From an optimization exercise on the open Yosys and OpenROAD flow, aimed at small area, a short achievable clock period and few clock cycles per item; shortcuts taken in it are not production practice. RTL that was checked went through simulation tests only; none was proved equivalent to the original. Power figures rest on the tool's default switching activity, not on a simulated workload.

Design pratica3, start of the top module:
module pratica3(clock, reset, instr_valid, instr, instr_ready, idle,
                R1, R2, R3, R4, R5, R6, R7);
For scale: roughly 2100 cells after synthesis, roughly 190 flip-flops, roughly 0.016 mm^2 of cells after synthesis.
==> module UnidadeFuncional, before the edit <==
module UnidadeFuncional(clock, reset, adv, loadValid, loadDiv, loadOp, loadDst,
                        Yin, Xin, trivial, prepA, prepRem, prepCnt,
                        busy, busyNext, weNext, dstNext, evNext, we, dst, result);
	input clock, reset;
	input adv, loadValid, loadDiv;
	input [1:0] loadOp;
	input [2:0] loadDst;
	input [15:0] Yin, Xin;
	input trivial;
	input [15:0] prepA, prepRem;
	input [3:0] prepCnt;
	output busy, busyNext, weNext, evNext, we;
	output [2:0] dstNext;
	output reg [2:0] dst;
	output reg [15:0] result;
	localparam ADD = 3'd0, SUB = 3'd1, MUL = 3'd2, MOV = 3'd3, ITER = 3'd4;
	reg ev;
	reg [2:0] op;
	reg [3:0] cnt;
	reg [15:0] A, B, rem;
	wire isIter = (op == ITER);
	wire last = (cnt == 4'd1);
	wire done = ev & (~isIter | last);
	assign busy = ev & isIter & ~last;
	assign we = done;
	wire prep = adv & loadDiv;
	wire longDiv = loadDiv & ~trivial;
	wire [2:0] loadOpE = loadDiv ? (trivial ? MOV : ITER) : {1'b0, loadOp};
	assign evNext = adv ? loadValid : (ev & ~done);
	assign busyNext = adv ? (loadValid & longDiv) : (ev & isIter & (cnt > 4'd2));
	assign weNext = adv ? (loadValid & ~longDiv) : (ev & isIter & (cnt == 4'd2));
	assign dstNext = adv ? loadDst : dst;
	wire sub = op[0];
	wire [16:0] sumW = {A, 1'b1} + {B ^ {16{sub}}, sub};
	wire [15:0] prod;
	multiplicador mul(A, B, prod);
	wire [16:0] t1 = {rem, A[15]};
	wire [16:0] d1 = t1 - {1'b0, B};
	wire q1 = ~d1[16];
	wire [15:0] r1 = q1 ? d1[15:0] : t1[15:0];
	wire [16:0] t2 = {r1, A[14]};
	wire [16:0] d2 = t2 - {1'b0, B};
	wire q2 = ~d2[16];
	wire [15:0] r2 = q2 ? d2[15:0] : t2[15:0];
	wire [15:0] shifted = {A[13:0], q1, q2};
	always @(*)
	begin
		case(op)
			ADD, SUB: result = sumW[16:1];
			MUL: result = prod;
			MOV: result = A;
			default: result = shifted;
		endcase
	end
	always @(posedge clock)
	begin
		if(reset)
			ev <= 1'b0;
		else
			ev <= evNext;
		if(adv)
		begin
			op <= loadOpE;
			dst <= loadDst;
			B <= Xin;
		end
		A <= prep ? prepA : (adv ? Yin : shifted);
		rem <= prep ? prepRem : r2;
		cnt <= prep ? prepCnt : cnt - 4'd1;
	end
endmodule
clock: 33.0 ns
lec_check: 0
cap_margin: 20
core_margin: 2
core_utilization: 65
slew_margin: 20
standard.sh (not shown) runs the stock make flow with config.mk's settings and CLKGATE_MAP_FILE= SYNTH_SCRIPT=/design/flow/synth_recipe.tcl, a recipe that flattens the netlist after the stock synthesis.
==> flow/flow/run.sh <==
#!/bin/bash
# The standard layout with two changes:
#  - ABC maps the logic with delay-targeted area recovery (map -D, then
#    buffering and gate sizing to the same target) instead of the default
#    speed script, which sizes every path for minimum delay;
#  - the port buffers are sky130_fd_sc_hd__buf_2 cells rather than the delay
#    buffers buffer_ports picks by default.
# Synthesis is otherwise ORFS's (synth_recipe.tcl, unchanged), so the
# registers and their names are the standard synthesis's.
set -euo pipefail
work=$PWD
rm -rf "$work/scripts"
cp -r "$FLOW_HOME/scripts" "$work/scripts"
cp "$work/flow/abc_area.script" "$work/scripts/abc_area.script"
bash standard.sh SCRIPTS_DIR="$work/scripts" ABC_AREA=1 \
  BUFFER_PORTS_ARGS="-buffer_cell sky130_fd_sc_hd__buf_2" finish > standard.log 2>&1
==> flow/flow/abc_area.script <==
strash
dch
map -D 5000 -B 0.9
topo
stime -c
buffer -c
upsize -c -D 5000
dnsize -c -D 5000
Testbench counts at the start, summed over its fixed seeds: cycles 12,917, items 12,000.
Edit:
--- a/flow/design.v
+++ b/flow/design.v
@@ -92,9 +92,10 @@
 	localparam ADD = 3'd0, SUB = 3'd1, MUL = 3'd2, MOV = 3'd3, ITER = 3'd4;
 	reg ev;
 	reg [2:0] op;
 	reg [3:0] cnt;
-	reg [15:0] A, B, rem;
+	reg [15:0] A, Bn, rem;    
+	wire [15:0] B = ~Bn;
 	wire isIter = (op == ITER);
 	wire last = (cnt == 4'd1);
 	wire done = ev & (~isIter | last);
 	assign busy = ev & isIter & ~last;
@@ -137,9 +138,9 @@
 		if(adv)
 		begin
 			op <= loadOpE;
 			dst <= loadDst;
-			B <= Xin;
+			Bn <= ~Xin;
 		end
 		A <= prep ? prepA : (adv ? Yin : shifted);
 		rem <= prep ? prepRem : r2;
 		cnt <= prep ? prepCnt : cnt - 4'd1;
The new run produced a clean layout.
Routed wire length falls by a few percent.
Die area drops slightly.
Power goes down by a few percent.
Core utilization stays flat.
Worst setup slack got worse by 0.75 ns.
Cell count went down slightly.
Clock power came out higher by a few percent.
Fmax is lower by a little under a tenth.
First-iteration DRC count rises by roughly a tenth.
Design area is about the same.
Non-clock buffer count is unchanged.
Only the layout flow was run in the second run of this note; the RTL was not checked for function there.

## what the ideal ports hide
In the flow no input, the clock included, has a driving cell. The finished layouts below were timed again as built, in two steps.
Step 1 (the two cells are an assumption about what drives the block):
set clk [get_ports {clock}]
set_driving_cell -lib_cell sky130_fd_sc_hd__clkbuf_16 $clk
set_driving_cell -lib_cell sky130_fd_sc_hd__buf_2 [delete_from_list [all_inputs] $clk]
Step 2 adds t to the input delays and takes it off the output delays; t is the mean of the earliest and latest rising clock arrival at the registers after step 1. Input paths then give back, and output paths get back, about the clock's delay inside the block.
Three values: no drivers, after step 1, after step 2; two values: the first two.
run | shift t [ns] | setup slack, ns | worst setup path at the end | worst slew at a driven data input, ns | cell pins on the clock port's net
the first run | 0.497 | 25.277 / 25.226 / 25.105 | input to register | 0.03 | 1
the second run | 0.500 | 24.531 / 24.531 / 24.531 | register to register | 0.04 | 1
After both steps setup and hold are still met in every run listed. The setup slack of the first run, which loses most, moves by -0.051 ns with the drivers and by -0.172 ns with both steps.
